This design comes from an exercise in tuning for small area, a short achievable clock period and few clock cycles per item on the open sky130 flow, not from production work.
The RTL was checked by simulation tests, not by an equivalence proof against the original design.

==> flow/design.v (excerpt) <==
module ntt256 (
    input  wire        clk,
    input  wire        rst_n,
    input  wire        start,
    output wire        done,
    output wire [7:0]  ram_addr_a,
    output wire        ram_we_a,
    output wire [23:0] ram_wdata_a,
    input  wire [23:0] ram_rdata_a,
    output wire [7:0]  ram_addr_b,
    output wire        ram_we_b,
    output wire [23:0] ram_wdata_b,
    input  wire [23:0] ram_rdata_b
);
    ntt_core #( .WIDTH(24) ) u_ntt (
        .clk(clk), .rst_n(rst_n), .start(start), .done(done),
        .ram_addr_a(ram_addr_a), .ram_we_a(ram_we_a), .ram_wdata_a(ram_wdata_a), .ram_rdata_a(ram_rdata_a),
        .ram_addr_b(ram_addr_b), .ram_we_b(ram_we_b), .ram_wdata_b(ram_wdata_b), .ram_rdata_b(ram_rdata_b)
    );
endmodule
Size: roughly 530 flip-flops, ~44,000 µm² of cells after synthesis.
Settings: LEC_CHECK=0, ABC_AREA=1, CAP_MARGIN=20, CORE_MARGIN=2, CORE_UTILIZATION=50, SLEW_MARGIN=20; clock period 10.0 ns.
standard.sh (not shown) runs the stock make flow with config.mk's settings and CLKGATE_MAP_FILE= SYNTH_SCRIPT=/design/flow/synth_recipe.tcl, a recipe that flattens the netlist after the stock synthesis.
==> flow/flow/run.sh <==
#!/bin/bash
# Standard layout (the standard.sh), with timing repair aiming for 6.8 ns of setup slack.
set -euo pipefail
bash standard.sh SETUP_SLACK_MARGIN=6.8 finish > standard_flow.log 2>&1
The first run finished with timing, DRC and antenna clean.
Testbench counts at the start, summed over its fixed seeds: cycles 18,702, ntts 18.
Rerun with:
--- a/flow/config.mk
+++ b/flow/config.mk
@@ -9,4 +9,4 @@
 export CAP_MARGIN = 20
 export CORE_MARGIN = 2
-export CORE_UTILIZATION = 50
+export CORE_UTILIZATION = 40
 export SLEW_MARGIN = 20
Effect:
- cell area stays flat
- global-route usage decreases by 7.6 points
- fmax rises by 5.9%
- cell count increases by 4.2%
- first-iteration DRC count shrinks by about 12%
- clock-buffer cell count rose by 2
- synthesized area is unchanged

== JK ==
ntt256, a different RTL version from the one above (not shown whole).
Size: ~5300 cells after synthesis, ~610 flip-flops, roughly 47000 um^2 of cells after synthesis.
export LEC_CHECK = 0
export CAP_MARGIN = 20
export CORE_MARGIN = 2
export CORE_UTILIZATION = 60
export PLACE_DENSITY = 0.75
export SLEW_MARGIN = 20
export SYNTH_MEMORY_MAX_BITS = 8192
create_clock -name core_clock -period 10.0 [get_ports {clk}]
==> flow/flow/run.sh <==
#!/bin/bash
# Standard layout (the standard.sh), with timing repair aiming for 6.5 ns of setup slack.
set -euo pipefail
bash standard.sh SETUP_SLACK_MARGIN=6.5 finish > standard_flow.log 2>&1
Testbench counts of JK, summed over its fixed seeds: cycles 18,720, ntts 18.
[inputs] MS vs JK
Settings: PLACE_DENSITY: 0.75 -> unset; CORE_UTILIZATION: 60 -> 40; ABC_AREA: unset -> 1.
## What came out
- Changes observed in MS relative to JK: sequential fraction of the synthesis area lower; multiplexer share of the synthesized area lower; final core utilization lower; largest net degree at the start of global routing lower.
The following lists how AL was set up differently from MS:
Settings: swapping 40 for 60 in CORE_UTILIZATION; clearing ABC_AREA, which used to be 1.
## What came out
Having completed the whole flow, AL delivered a layout that passed the timing, design-rule and antenna checks.
In AL, the share of final-layout standard cells stronger than drive strength 1 came out 8.1 points above the value in MS.
Relative to MS, number of placement rows has gone down in AL.
AL ended up with u_ntt.r1[25]$_DFF_P_ as its critical path capture point; MS ended up with u_ntt.mc[19]$_DFF_P_.
Comparing post-synthesis to final-layout area growth for MS and AL, the bigger number came from AL.
In AL relative to MS, post-synthesis instance area had gone down slightly.
Higher area occupied by multi-input gates among MS and AL: AL
Changes in TR relative to AL:
Settings: CORE_UTILIZATION now 40, was 60.
==> summary.txt <==
- TR: PASS, flow complete, no timing, DRC or antenna violations
- Between AL and TR, met3 layer usage reported by global route decreased.
- In TR, the total vias in the final route came out 2349 below the value in AL.
- [compare] base=AL new=TR: number of buffers created by CTS rose by 3, final sequential cell count now sits at about the same level.
- Between TR and AL, it is TR whose global-route wire length before repair is lower, by about 0.8%.
- Delta(worst path setup slack after routing, TR - AL) > 0
- Looking at sequential standard cell area, TR sits 0.32% lower than AL does.
The following lists how PW was set up differently from TR:
==> flow/flow/run.sh <==
#!/bin/bash
# Standard layout (the standard.sh), with timing repair aiming for 6.8 ns of setup slack.
set -euo pipefail
bash standard.sh SETUP_SLACK_MARGIN=6.8 finish > standard_flow.log 2>&1
Findings:
Summary: with TR as the reference, cell area reported after detailed placement in PW moved up slightly.
As far as async set-or-reset flop fraction in the synthesized netlist goes, PW and TR are indistinguishable; the numbers are identical.
Relative to TR, the total number of vias measured on PW has increased by a few percent.
Per the comparison of PW with TR, global-route wire length before repair shows an increase of 5.4%, non-clock buffer count shows an increase of 147.

Setup of run 1:
Another version of the RTL of ntt256 (not shown whole).
Size: about 5,300 cells after synthesis, about 570 flip-flops, roughly 120 I/O pins, roughly 0.046 mm^2 of cells after synthesis.
==> flow/config.mk <==
export PLATFORM = sky130hd
export DESIGN_NAME = ntt256
export DESIGN_NICKNAME = ntt256
export VERILOG_FILES = /design/flow/design.v
export SDC_FILE = /design/flow/constraint.sdc
export NUM_CORES = 4
export LEC_CHECK = 0
export CAP_MARGIN = 20
export CORE_MARGIN = 2
export CORE_UTILIZATION = 40
export SETUP_SLACK_MARGIN = 5
export SLEW_MARGIN = 20
export SYNTH_MEMORY_MAX_BITS = 8192
==> flow/constraint.sdc <==
create_clock -name core_clock -period 10.0 [get_ports {clk}]
set_input_delay 2.0000 -clock core_clock [delete_from_list [all_inputs] [get_ports {clk}]]
set_output_delay 2.0000 -clock core_clock [all_outputs]
set_load 0.01 [all_outputs]
run.sh (not shown) runs the stock make flow with config.mk's settings and CLKGATE_MAP_FILE= SYNTH_SCRIPT=/design/flow/synth_recipe.tcl, a recipe that flattens the netlist after the stock synthesis.
Stock flow here: none of the scripts above is used.
Testbench counts of run 1, summed over its fixed seeds: cycles 18,720, ntts 18.
--- input diff run 1..run 2 ---
==> flow/flow/run.sh (new file) <==
#!/bin/bash
# Standard layout (the standard.sh), with timing repair aiming for 7 ns of setup slack.
set -euo pipefail
bash standard.sh SETUP_SLACK_MARGIN=7 finish > standard_flow.log 2>&1
==> flow/standard.sh (new file) <==
#!/bin/bash
# synth_recipe.tcl (not shown) runs the flow's synth.tcl, then flattens the netlist and writes it again
# the make line also repeats each setting of config.mk as NAME=value (left out here)
make -C /OpenROAD-flow-scripts/flow DESIGN_CONFIG=/design/flow/config.mk WORK_HOME=/design/flow/orfs CLKGATE_MAP_FILE= SYNTH_SCRIPT=/design/flow/synth_recipe.tcl "${@:-finish}"
removed: flow/run.sh
### Flow results
Run 2 completed; timing, DRC and antenna clean. Run 2: fraction of cell area in non-clock buffers is 7.1 points higher than what run 1 reported. Looking only at layout buffer count excluding clock buffers, and setting everything else aside, the lower value of run 2 and run 1 goes to run 1. Area overhead of the layout relative to synthesis is higher on run 2. Of the two values seen for last element of the critical path, u_ntt.mc[29] was produced by run 2 and u_ntt.w[10] by run 1. Core utilization: lower on run 1.
Edits applied to the flow inputs when going from run 2 to run 3:
Settings: swapping 5 for 3 in SETUP_SLACK_MARGIN.
==> flow/run.sh (new file) <==
#!/bin/bash
# synth_recipe.tcl (not shown) runs the flow's synth.tcl, then flattens the netlist and writes it again
# the make line also repeats each setting of config.mk as NAME=value (left out here)
make -C /OpenROAD-flow-scripts/flow DESIGN_CONFIG=/design/flow/config.mk WORK_HOME=/design/flow/orfs CLKGATE_MAP_FILE= SYNTH_SCRIPT=/design/flow/synth_recipe.tcl finish
removed: flow/flow/run.sh
removed: flow/standard.sh
[summary]
Taking run 2 as the reference, in run 3 per-cell routed wire length shows a reduction of 5.5%, met3 track utilization from global routing shows a reduction of 2.0 points, number of cells in the design after placement shows no meaningful change. Going from run 2 to run 3, wire length of the first global-routing pass shrinks by 23 mm. Run 3 against run 2: cell count -6.2%, worst relative slew slack -17 points.
Here is what was changed in the inputs of run 4 compared with run 3.
Settings: SETUP_SLACK_MARGIN changed from 3 to 5.
==> flow/flow/run.sh (new file) <==
#!/bin/bash
# Standard layout (the standard.sh), with timing repair aiming for 6 ns of setup slack.
set -euo pipefail
bash standard.sh SETUP_SLACK_MARGIN=6 finish > standard_flow.log 2>&1
==> flow/standard.sh (new file) <==
#!/bin/bash
# synth_recipe.tcl (not shown) runs the flow's synth.tcl, then flattens the netlist and writes it again
# the make line also repeats each setting of config.mk as NAME=value (left out here)
make -C /OpenROAD-flow-scripts/flow DESIGN_CONFIG=/design/flow/config.mk WORK_HOME=/design/flow/orfs CLKGATE_MAP_FILE= SYNTH_SCRIPT=/design/flow/synth_recipe.tcl "${@:-finish}"
removed: flow/run.sh
### Flow results
- Final cell count without fillers, run 4 vs run 3: up slightly
- Run 4 against run 3: post-layout minimum cycle time now smaller; remaining design rule violation count comparable.
- CTS buffer count of run 4 falls short of that of run 3 by a little under 10%.

ntt256, a different RTL version from the one above (not shown whole).
Size: ~5800 cells after synthesis, ~530 flip-flops, about 120 I/O pins, about 0.045 mm² of cells after synthesis.
## ntt256
module ntt256 (
    input  wire        clk,
    input  wire        rst_n,
    input  wire        start,
    output wire        done,
    output wire [7:0]  ram_addr_a,
    output wire        ram_we_a,
    output wire [23:0] ram_wdata_a,
    input  wire [23:0] ram_rdata_a,
    output wire [7:0]  ram_addr_b,
    output wire        ram_we_b,
    output wire [23:0] ram_wdata_b,
    input  wire [23:0] ram_rdata_b
);
    ntt_core #( .WIDTH(24) ) u_ntt (
        .clk(clk), .rst_n(rst_n), .start(start), .done(done),
        .ram_addr_a(ram_addr_a), .ram_we_a(ram_we_a), .ram_wdata_a(ram_wdata_a), .ram_rdata_a(ram_rdata_a),
        .ram_addr_b(ram_addr_b), .ram_we_b(ram_we_b), .ram_wdata_b(ram_wdata_b), .ram_rdata_b(ram_rdata_b)
    );
endmodule
export LEC_CHECK = 0
export ABC_AREA = 1
export CAP_MARGIN = 20
export CORE_MARGIN = 2
export CORE_UTILIZATION = 40
export SETUP_SLACK_MARGIN = 5
export SLEW_MARGIN = 20
export SYNTH_MEMORY_MAX_BITS = 8192
create_clock -name core_clock -period 10.0 [get_ports {clk}]
Stock flow here: none of the scripts above is used.
Testbench counts at the start, summed over its fixed seeds: cycles 18,702, ntts 18.
Rerun with:
==> flow/flow/run.sh (new file) <==
#!/bin/bash
# Standard layout (the standard.sh), with timing repair aiming for 6.5 ns of setup slack.
set -euo pipefail
bash standard.sh SETUP_SLACK_MARGIN=6.5 finish > standard_flow.log 2>&1
==> flow/standard.sh (new file) <==
#!/bin/bash
# synth_recipe.tcl (not shown) runs the flow's synth.tcl, then flattens the netlist and writes it again
# the make line also repeats each setting of config.mk as NAME=value (left out here)
make -C /OpenROAD-flow-scripts/flow DESIGN_CONFIG=/design/flow/config.mk WORK_HOME=/design/flow/orfs CLKGATE_MAP_FILE= SYNTH_SCRIPT=/design/flow/synth_recipe.tcl "${@:-finish}"
- SETUP_SLACK_MARGIN: 5 -> default
removed: flow/run.sh
Worst setup slack gains 1.3 ns.
Die area does not change.
Routed wire length went up by 3.3%.
Design area rises by about 3%.
Via count went up by about 2%.
Global-route usage came out higher by 0.80 points.
Critical path depth rises by 2.
Rerun with:
==> flow/flow/run.sh (replaced) <==
#!/bin/bash
# Standard layout (the standard.sh), with timing repair aiming for 6.8 ns of setup slack.
set -euo pipefail
bash standard.sh SETUP_SLACK_MARGIN=6.8 finish > standard_flow.log 2>&1
Result: Via count climbs by 1.7%; clock skew went down by 0.029 ns; area after synthesis does not change; cell count increases by 1.6%; sequential cell count does not change; sequential share of layout area went down by 0.89 points.
Rerun with:
==> flow/flow/run.sh (replaced) <==
#!/bin/bash
# Standard layout (the standard.sh), with timing repair aiming for 7.1 ns of setup slack.
set -euo pipefail
bash standard.sh SETUP_SLACK_MARGIN=7.1 finish > standard_flow.log 2>&1
Result:
- worst setup slack is worse by 0.044 ns
- synthesized area does not change
- via count grows by 3.5%

## build 35
Another version of the RTL of ntt256 (not shown whole).
Size: ~5700 cells after synthesis, roughly 550 flip-flops, ~120 I/O pins, about 0.049 sq mm of cells after synthesis.
## ntt256
module ntt256 (
    input  wire        clk,
    input  wire        rst_n,
    input  wire        start,
    output wire        done,
    output wire [7:0]  ram_addr_a,
    output wire        ram_we_a,
    output wire [23:0] ram_wdata_a,
    input  wire [23:0] ram_rdata_a,
    output wire [7:0]  ram_addr_b,
    output wire        ram_we_b,
    output wire [23:0] ram_wdata_b,
    input  wire [23:0] ram_rdata_b
);
    ntt_core #( .WIDTH(24) ) u_ntt (
        .clk(clk), .rst_n(rst_n), .start(start), .done(done),
        .ram_addr_a(ram_addr_a), .ram_we_a(ram_we_a), .ram_wdata_a(ram_wdata_a), .ram_rdata_a(ram_rdata_a),
        .ram_addr_b(ram_addr_b), .ram_we_b(ram_we_b), .ram_wdata_b(ram_wdata_b), .ram_rdata_b(ram_rdata_b)
    );
endmodule
clock: 10.0 ns
lec_check: 0
abc_clock_period_in_ps: 3000
cap_margin: 20
core_margin: 2
core_utilization: 40
setup_slack_margin: 5
slew_margin: 20
synth_memory_max_bits: 8192
Stock flow here: none of the scripts above is used.
Testbench counts of build 35, summed over its fixed seeds: cycles 18,720, ntts 18.
#### Input delta (build 85 over build 35)
# build 35
export LEC_CHECK = 0
export ABC_CLOCK_PERIOD_IN_PS = 3000
export CAP_MARGIN = 20
export CORE_MARGIN = 2
export CORE_UTILIZATION = 40
export SETUP_SLACK_MARGIN = 5
export SLEW_MARGIN = 20
export SYNTH_MEMORY_MAX_BITS = 8192
create_clock -name core_clock -period 10.0 [get_ports {clk}]
# build 85
export LEC_CHECK = 0
export CAP_MARGIN = 20
export CORE_MARGIN = 2
export CORE_UTILIZATION = 40
export SLEW_MARGIN = 20
export SYNTH_MEMORY_MAX_BITS = 8192
create_clock -name core_clock -period 10.0 [get_ports {clk}]
Results
Every stage of the flow completed for build 85, and the final layout passed the timing, design-rule and antenna checks.
Diff build 85 and build 35: final standard cell count with taps included and fillers excluded higher in build 35
[build 85] total area of multi-input combinational cells fell about 3% relative to build 35
Build 85 vs build 35: final period demand of the worst path up in build 85
On share of the clock period used by the worst path, the higher figure sits with build 85, not build 35.
Build 85 vs. build 35: clock latency of the later-clocked register in the worst-skew pair picked up an extra 30 ps; transition time at the pin with the least slew margin lost 150 ps.
> inputs changed (build 85 -> build 89)
# build 85
export LEC_CHECK = 0
export CAP_MARGIN = 20
export CORE_MARGIN = 2
export CORE_UTILIZATION = 40
export SLEW_MARGIN = 20
export SYNTH_MEMORY_MAX_BITS = 8192
create_clock -name core_clock -period 10.0 [get_ports {clk}]
# build 89
export LEC_CHECK = 0
export CAP_MARGIN = 20
export CORE_MARGIN = 2
export CORE_UTILIZATION = 40
export SLEW_MARGIN = 20
create_clock -name core_clock -period 10.0 [get_ports {clk}]
==> summary.txt <==
Status: build 89 FAILED at synthesis (1_2_yosys) (tool error).

## old
Another version of the RTL of ntt256 (not shown whole).
For scale: ~5,900 cells after synthesis, ~610 flip-flops, roughly 120 I/O pins.
==> flow/config.mk <==
export PLATFORM = sky130hd
export DESIGN_NAME = ntt256
export DESIGN_NICKNAME = ntt256
export VERILOG_FILES = /design/flow/design.v
export SDC_FILE = /design/flow/constraint.sdc
export NUM_CORES = 4
export LEC_CHECK = 0
export ABC_AREA = 1
export CAP_MARGIN = 20
export CORE_MARGIN = 2
export CORE_UTILIZATION = 40
export SLEW_MARGIN = 20
export SYNTH_MEMORY_MAX_BITS = 8192
==> flow/constraint.sdc <==
create_clock -name core_clock -period 10.0 [get_ports {clk}]
set_input_delay 2.0000 -clock core_clock [delete_from_list [all_inputs] [get_ports {clk}]]
set_output_delay 2.0000 -clock core_clock [all_outputs]
set_load 0.01 [all_outputs]
standard.sh (not shown) runs the stock make flow with config.mk's settings and CLKGATE_MAP_FILE= SYNTH_SCRIPT=/design/flow/synth_recipe.tcl, a recipe that flattens the netlist after the stock synthesis.
==> flow/flow/run.sh <==
#!/bin/bash
# Standard layout (the standard.sh), with timing repair aiming for 6.3 ns of setup slack.
set -euo pipefail
bash standard.sh SETUP_SLACK_MARGIN=6.3 finish > standard_flow.log 2>&1
Per the final summary, old finished and its layout is clean on timing, DRC and antenna.
Testbench counts of old, summed over its fixed seeds: cycles 18,720, ntts 18.
Input-level comparison between new and old:
==> flow/flow/run.sh <==
#!/bin/bash
# Standard layout (the standard.sh), with timing repair aiming for 6.5 ns of setup slack.
set -euo pipefail
bash standard.sh SETUP_SLACK_MARGIN=6.5 finish > standard_flow.log 2>&1
Results
- Part of the cycle the worst path needs: new vs old — no meaningful difference
- new — TritonCTS buffer count 3 higher, old as reference
- Area added between synthesis and finish ended up 2.1 points higher on new than on old.
- old → new: final worst setup slack fell 0.0074 ns; cell count increased 28.
- Across both runs, wire length reported by the detailed router was higher for new than for old.

-- afterwards: timing with drivers on the ports --
How much do the figures lean on ideal ports? The routed layouts below were timed once more, with nothing changed but the port constraints.
Step 1: set_driving_cell puts a clkbuf_16 on clk and a buf_2 on each other input, an assumption about the parent block.
Step 2 adds t to the input delays and takes it off the output delays; t is the mean of the earliest and latest rising clock arrival at the registers after step 1. Input paths then give back, and output paths get back, about the clock's delay inside the block.
Three values: ideal, step 1, step 2; two values: the first two.
run | t, ns | setup WS [ns] | worst setup path after step 2 | worst data-port slew with drivers (ns)
the first run of note 1 | 0.750 | 6.351 / 6.351 / 6.308 | input to register | 0.14
the second run of note 1 | 0.734 | 6.556 / 6.556 / 6.556 | register to register | 0.11
JK | 0.686 | 6.322 / 6.322 / 6.322 | register to register | 0.12
MS | 0.714 | 6.313 / 6.313 / 6.313 | register to register | 0.19
AL | 0.690 | 6.156 / 6.156 / 6.156 | register to register | 0.13
TR | 0.694 | 6.345 / 6.345 / 6.345 | register to register | 0.06
PW | 0.690 | 6.336 / 6.336 / 6.336 | register to register | 0.07
run 1 | 0.694 | 5.030 / 5.030 / 5.030 | register to register | 0.13
run 2 | 0.691 | 6.131 / 6.131 / 6.131 | register to register | 0.09
run 3 | 0.691 | 4.320 / 4.320 / 4.320 | register to register | 0.13
run 4 | 0.721 | 5.913 / 5.913 / 5.913 | register to register | 0.13
the first run of note 4 | 0.738 | 5.066 / 5.066 / 5.066 | register to register | 0.08
the second run of note 4 | 0.750 | 6.332 / 6.332 / 6.332 | register to register | 0.10
the third run of note 4 | 0.714 | 6.718 / 6.654 / 6.718 | register to register | 0.06
the fourth run of note 4 | 0.754 | 6.674 / 6.598 / 6.657 | input to register | 0.12
build 35 | 0.748 | 4.387 / 4.387 / 4.387 | register to register | 0.08
build 85 | 0.751 | 3.069 / 3.069 / 3.069 | register to register | 0.07
old | 0.708 | 6.156 / 6.156 / 6.156 | register to register | 0.12
new | 0.705 | 6.149 / 6.149 / 6.149 | register to register | 0.12
After both steps setup and hold are still met in every run listed. The setup slack of the first run of note 1, which loses most, moves by 0.000 ns with the drivers and by -0.043 ns with both steps.
